This is an optimization exercise on Yosys and OpenROAD, whose aim is small area and a short achievable clock period, not a production implementation. The RTL was checked by simulation tests, not by an equivalence proof against the original design.

## packet_identifier
module packet_identifier #(
    parameter GEN1_PIPEWIDTH = 8,
    parameter GEN2_PIPEWIDTH = 16,
    parameter GEN3_PIPEWIDTH = 32,
    parameter GEN4_PIPEWIDTH = 8,
    parameter GEN5_PIPEWIDTH = 8
)(
    input  [511:0] data_in,
    input  [63:0]  DK,
    input          valid_pd,
    input  [2:0]   gen,
    input          linkup,
    input          clk,
    input          rst,
    input  [4:0]   numberOfDetectedLanes,
    input  [127:0] syncHeader,
    output [511:0] data_out,
    output [63:0]  pl_valid,
    output [63:0]  pl_dlpstart,
    output [63:0]  pl_dlpend,
    output [63:0]  pl_tlpstart,
    output [63:0]  pl_tlpedb,
    output [63:0]  pl_tlpend,
    output         w
);
assign data_out = data_in;
assign w = valid_pd & linkup;
wire m12 = (gen == 3'd1) | (gen == 3'd2);
reg [2:0] lb;    
reg       bnz;   
reg [2:0] ln;    
always @* begin
    bnz = 1'b1;
    case (gen)
        3'd1: lb = 3'd0;
        3'd2: lb = 3'd1;
        3'd3: lb = 3'd2;
        3'd4: lb = 3'd0;
        3'd5: lb = 3'd0;
        default: begin lb = 3'd0; bnz = 1'b0; end
    endcase
    case (numberOfDetectedLanes)
        5'b00001: ln = 3'd0;
        5'b00010: ln = 3'd1;
        5'b00100: ln = 3'd2;
        5'b01000: ln = 3'd3;
        default:  ln = 3'd4;
    endcase
end
wire [2:0] lv = lb + ln;   
wire [6:0] vseg;
assign vseg[0] = bnz;
assign vseg[1] = bnz & (lv >= 3'd1);
assign vseg[2] = bnz & (lv >= 3'd2);
assign vseg[3] = bnz & (lv >= 3'd3);
assign vseg[4] = bnz & (lv >= 3'd4);
assign vseg[5] = bnz & (lv >= 3'd5);
assign vseg[6] = bnz & (lv >= 3'd6);
reg       act_q, ty_q, hd_q, s1_q;
reg [1:0] lo_q;
reg [4:0] h_q;
reg [5:0] hx_q;
wire [64:0] act, ty, hd, s1, pend, z;           
wire [1:0]  lo [0:64];
wire [4:0]  h  [0:64];
wire [63:0] act_n, ty_n, hd_n, s1_n, pend_n, z_n;   
wire [1:0]  lo_n [0:63];
wire [4:0]  h_n  [0:63];
wire [63:0] b1ev;
assign act[0]  = act_q;
assign ty[0]   = ty_q;
assign hd[0]   = hd_q;
assign s1[0]   = s1_q;
assign lo[0]   = lo_q;
assign h[0]    = h_q;
assign pend[0] = 1'b0;
assign z[0]    = (h_q == 5'd0);
genvar i;
generate
  ...
Settings: LEC_CHECK=0, ABC_AREA=1, CAP_MARGIN=20, CELL_PAD_IN_SITES_DETAIL_PLACEMENT=2, CELL_PAD_IN_SITES_GLOBAL_PLACEMENT=2, CORE_AREA=4 4 1046 156, DIE_AREA=0 0 1050 160, PLACE_DENSITY=0.4, SLEW_MARGIN=20; clock period 500.0 ns.
standard.sh (not shown) runs the stock make flow with config.mk's settings and CLKGATE_MAP_FILE= SYNTH_SCRIPT=/design/flow/synth_recipe.tcl, a recipe that flattens the netlist after the stock synthesis.
==> flow/flow/run.sh <==
#!/bin/bash
# Own layout flow: the standard flow (standard.sh) with
#  - the standard flow's synthesis script, but an area-oriented ABC mapping script (flow/area.abc),
#    no full-adder extraction and no buffers on pass-through wires;
#  - sky130_fd_sc_hd__buf_1 as the buffer on every input and output port.
# Each tool's output goes to the ORFS logs under orfs/logs; make's output to flow_make.log.
set -euo pipefail
W=$(pwd)
# the ORFS synthesis script, with the ABC arguments re-pointed at our script
sed -e 's|^source \$::env(SCRIPTS_DIR)/synth_preamble.tcl$|&\nset abc_args [list -script '"$W"'/flow/area.abc {*}$lib_args {*}$lib_dont_use_args]|' \
    "$FLOW_HOME/scripts/synth.tcl" > "$W/synth_own_orfs.tcl"
grep -q "flow/area.abc" "$W/synth_own_orfs.tcl"
# The standard flow's synthesis wrapper, sourcing the patched script
sed -e "s|source \$::env(SCRIPTS_DIR)/synth.tcl|source $W/synth_own_orfs.tcl|" \
    "$W/synth_recipe.tcl" > "$W/synth_own.tcl"
grep -q "synth_own_orfs.tcl" "$W/synth_own.tcl"
bash "$W/standard.sh" \
    SYNTH_SCRIPT="$W/synth_own.tcl" \
    SYNTH_INSBUF=0 \
    SETUP_SLACK_MARGIN=238 \
    ADDER_MAP_FILE= \
    "BUFFER_PORTS_ARGS=-buffer_cell sky130_fd_sc_hd__buf_1" \
    finish > "$W/flow_make.log" 2>&1
test -s "$W/out/final.def"
==> flow/flow/area.abc <==
strash
&get -n
&st
&syn2
&dch -f
&nf -R 1000
&put
The starting point produced a clean layout.
Change:
--- a/flow/design.v
+++ b/flow/design.v
@@ -53,67 +53,70 @@
 assign vseg[1] = bnz & (lv >= 3'd1);
 assign vseg[2] = bnz & (lv >= 3'd2);
 assign vseg[3] = bnz & (lv >= 3'd3);
 assign vseg[4] = bnz & (lv >= 3'd4);
 assign vseg[5] = bnz & (lv >= 3'd5);
 assign vseg[6] = bnz & (lv >= 3'd6);
 reg       act_q, ty_q, hd_q, s1_q;
 reg [1:0] lo_q;
 reg [4:0] h_q;
 reg [5:0] hx_q;
-wire [64:0] act, ty, hd, s1, pend, z;           
+wire [64:0] act, ty, hd, s1, pend, z, o;        
 wire [1:0]  lo [0:64];
 wire [4:0]  h  [0:64];
-wire [63:0] act_n, ty_n, hd_n, s1_n, pend_n, z_n;   
+wire [63:0] act_n, ty_n, hd_n, s1_n, pend_n, z_n, o_n;   
 wire [1:0]  lo_n [0:63];
 wire [4:0]  h_n  [0:63];
 wire [63:0] b1ev;
 assign act[0]  = act_q;
 assign ty[0]   = ty_q;
 assign hd[0]   = hd_q;
 assign s1[0]   = s1_q;
 assign lo[0]   = lo_q;
 assign h[0]    = h_q;
 assign pend[0] = 1'b0;
 assign z[0]    = (h_q == 5'd0);
+assign o[0]    = (h_q == 5'd1);
 genvar i;
 generate
     for (i = 0; i < 64; i = i + 1) begin : g_byte
         localparam integer SEG = (i == 0) ? 0 : (i < 2) ? 1 : (i < 4) ? 2 : (i < 8) ? 3 :
                                  (i < 16) ? 4 : (i < 32) ? 5 : 6;
         check_byte cb (
             .d(data_in[8*i +: 8]),
             .q(vseg[SEG] & m12),
             .p(vseg[SEG] & ~m12 & syncHeader[2*i+1] & ~syncHeader[2*i]),
             .dk(DK[i]),
             .act(act[i]), .ty(ty[i]), .hd(hd[i]), .s1(s1[i]),
-            .lo(lo[i]), .h(h[i]), .pend(pend[i]), .z(z[i]),
+            .lo(lo[i]), .h(h[i]), .pend(pend[i]), .z(z[i]), .o(o[i]),
             .act_o(act_n[i]), .ty_o(ty_n[i]), .hd_o(hd_n[i]), .s1_o(s1_n[i]),
-            .lo_o(lo_n[i]), .h_o(h_n[i]), .pend_o(pend_n[i]), .z_o(z_n[i]),
+            .lo_o(lo_n[i]), .h_o(h_n[i]), .pend_o(pend_n[i]), .z_o(z_n[i]), .o_o(o_n[i]),
             .tlpstart(pl_tlpstart[i]), .dlpstart(pl_dlpstart[i]), .tlpend(pl_tlpend[i]),
             .tlpedb(pl_tlpedb[i]), .dlpend(pl_dlpend[i]), .valid(pl_valid[i]),
             .b1(b1ev[i])
         );
         assign act[i+1] = act_n[i];
         assign ty[i+1]  = ty_n[i];
         assign hd[i+1]  = hd_n[i];
         assign s1[i+1]  = s1_n[i];
         assign lo[i+1]  = lo_n[i];
         if (i % 4 == 3) begin : g_sync
             wire [4:0] hm = h_n[i] - 5'd1;
             assign h[i+1]    = pend_n[i] ? hm : h_n[i];
             assign pend[i+1] = 1'b0;
             assign z[i+1]    = pend_n[i] ? (h_n[i] == 5'd1) : (h_n[i] == 5'd0);
+            assign o[i+1]    = pend_n[i] ? (h_n[i] == 5'd2) : (h_n[i] == 5'd1);
         end else begin : g_pass
             assign h[i+1]    = h_n[i];
             assign pend[i+1] = pend_n[i];
             assign z[i+1]    = z_n[i];
+            assign o[i+1]    = o_n[i];
         end
     end
 endgenerate
 reg [5:0] hsel;
 integer kk;
 always @* begin
     hsel = 6'd0;
     for (kk = 0; kk < 64; kk = kk + 1)
         hsel = hsel | ({6{b1ev[kk]}} & data_in[8*kk +: 6]);
 end
@@ -141,25 +144,25 @@
 end
 endmodule
 module check_byte(
     input  [7:0] d,
     input        q,         
     input        p,         
     input        dk,        
     input        act, ty, hd, s1,
     input  [1:0] lo,
     input  [4:0] h,
-    input        pend, z,
+    input        pend, z, o,
     output       act_o, ty_o, hd_o, s1_o,
     output [1:0] lo_o,
     output [4:0] h_o,
-    output       pend_o, z_o,
+    output       pend_o, z_o, o_o,
     output       tlpstart, dlpstart, tlpend, tlpedb, dlpend, valid,
     output       b1
 );
     wire k  = q & dk;
     wire dt = q & ~dk;
     wire hiF  = &d[7:4];
     wire isFB = hiF & (d[3:0] == 4'hB);
     wire isFD = hiF & (d[3:0] == 4'hD);
     wire isFE = hiF & (d[3:0] == 4'hE);
     wire isF0 = hiF & (d[3:0] == 4'h0);
@@ -176,21 +179,22 @@
     wire bor  = p & l0 & ~z;               
     assign b1 = p & hd & (lo == 2'd3);     
     wire tst  = p & hd & (lo == 2'd1);     
     wire hlz  = ~(|d[5:0]);                
     wire sdp2 = p & s1 & is53;             
     wire fin  = act & zb;
     assign act_o  = act ? ~(kFD | kFE | zb) : (kFB | k5C | (p & (s1 ? is53 : isxF)));
     assign lo_o   = act ? lo - {1'b0, p} : {~s1, ~s1};
     assign h_o    = act ? (b1 ? {~hlz, h[3:0]} : h) : (s1 ? 5'd2 : {1'b1, d[7:4]});
     assign pend_o = act & (pend | bor);
-    assign z_o    = act & (b1 ? (hlz & (h[3:0] == 4'd0)) : z);
+    assign z_o    = act & (b1 ? (hlz & (h[3:0] == 4'd0)) : bor ? o : z);
+    assign o_o    = act & (b1 ? (hlz & (h[3:0] == 4'd1)) : ~bor & o);
     assign hd_o   = act ? (hd & ~tst) : (p & ~s1 & isxF);
     assign ty_o   = act ? (kFB | (ty & ~k5C)) : (kFB | (p & ~s1));
     assign s1_o   = ~act & (s1 ? ~(p & is53) : (p & isF0));
     assign tlpstart = kFB | tst;
     assign dlpstart = k5C | sdp2;
     assign tlpend   = act & ((kFD & ty) | (zb & ty & ~isC0));
     assign tlpedb   = kFE | (fin & ty & isC0);
     assign dlpend   = act & ((kFD & ~ty) | (zb & ~ty));
     assign valid    = act & (dt | (p & ~hd & ~zb));
 endmodule
After rerunning: Non-clock buffer count rose by 4. Wire length fell by 0.82%. Sequential share of layout area stays flat. Worst setup slack gains 0.13 ns. Flip-flop and latch count stays the same. Via count rose by 2.7%.

[what the ideal ports hide]
How much do the figures lean on ideal ports? The routed layouts below were timed once more, with nothing changed but the port constraints. Step 1: set_driving_cell puts a clkbuf_16 on clk and a buf_2 on each other input, an assumption about the parent block. Step 2, shift: input delay + t, output delay - t, t = (earliest + latest rising clock arrival at the registers) / 2. This alone moves slack from input paths to output paths. Slacks: ideal / step 1 / step 2; pairs: ideal / step 1.
| run | t, ns | setup WS [ns] | clock arrival spread, ns | slew at the worst register clock pin (ns) | worst slew at a driven data input, ns |
|---|---|---|---|---|---|
| the first run | 0.286 | 242.700 / 242.628 / 242.628 | 0.004 / 0.005 | 0.06 / 0.06 | 0.11 |
| the second run | 0.321 | 242.831 / 242.750 / 242.750 | 0.003 / 0.003 | 0.07 / 0.07 | 0.12 |
After both steps setup and hold are still met in every run listed. The setup slack of the second run, which loses most, moves by -0.081 ns with the drivers and by -0.081 ns with both steps.
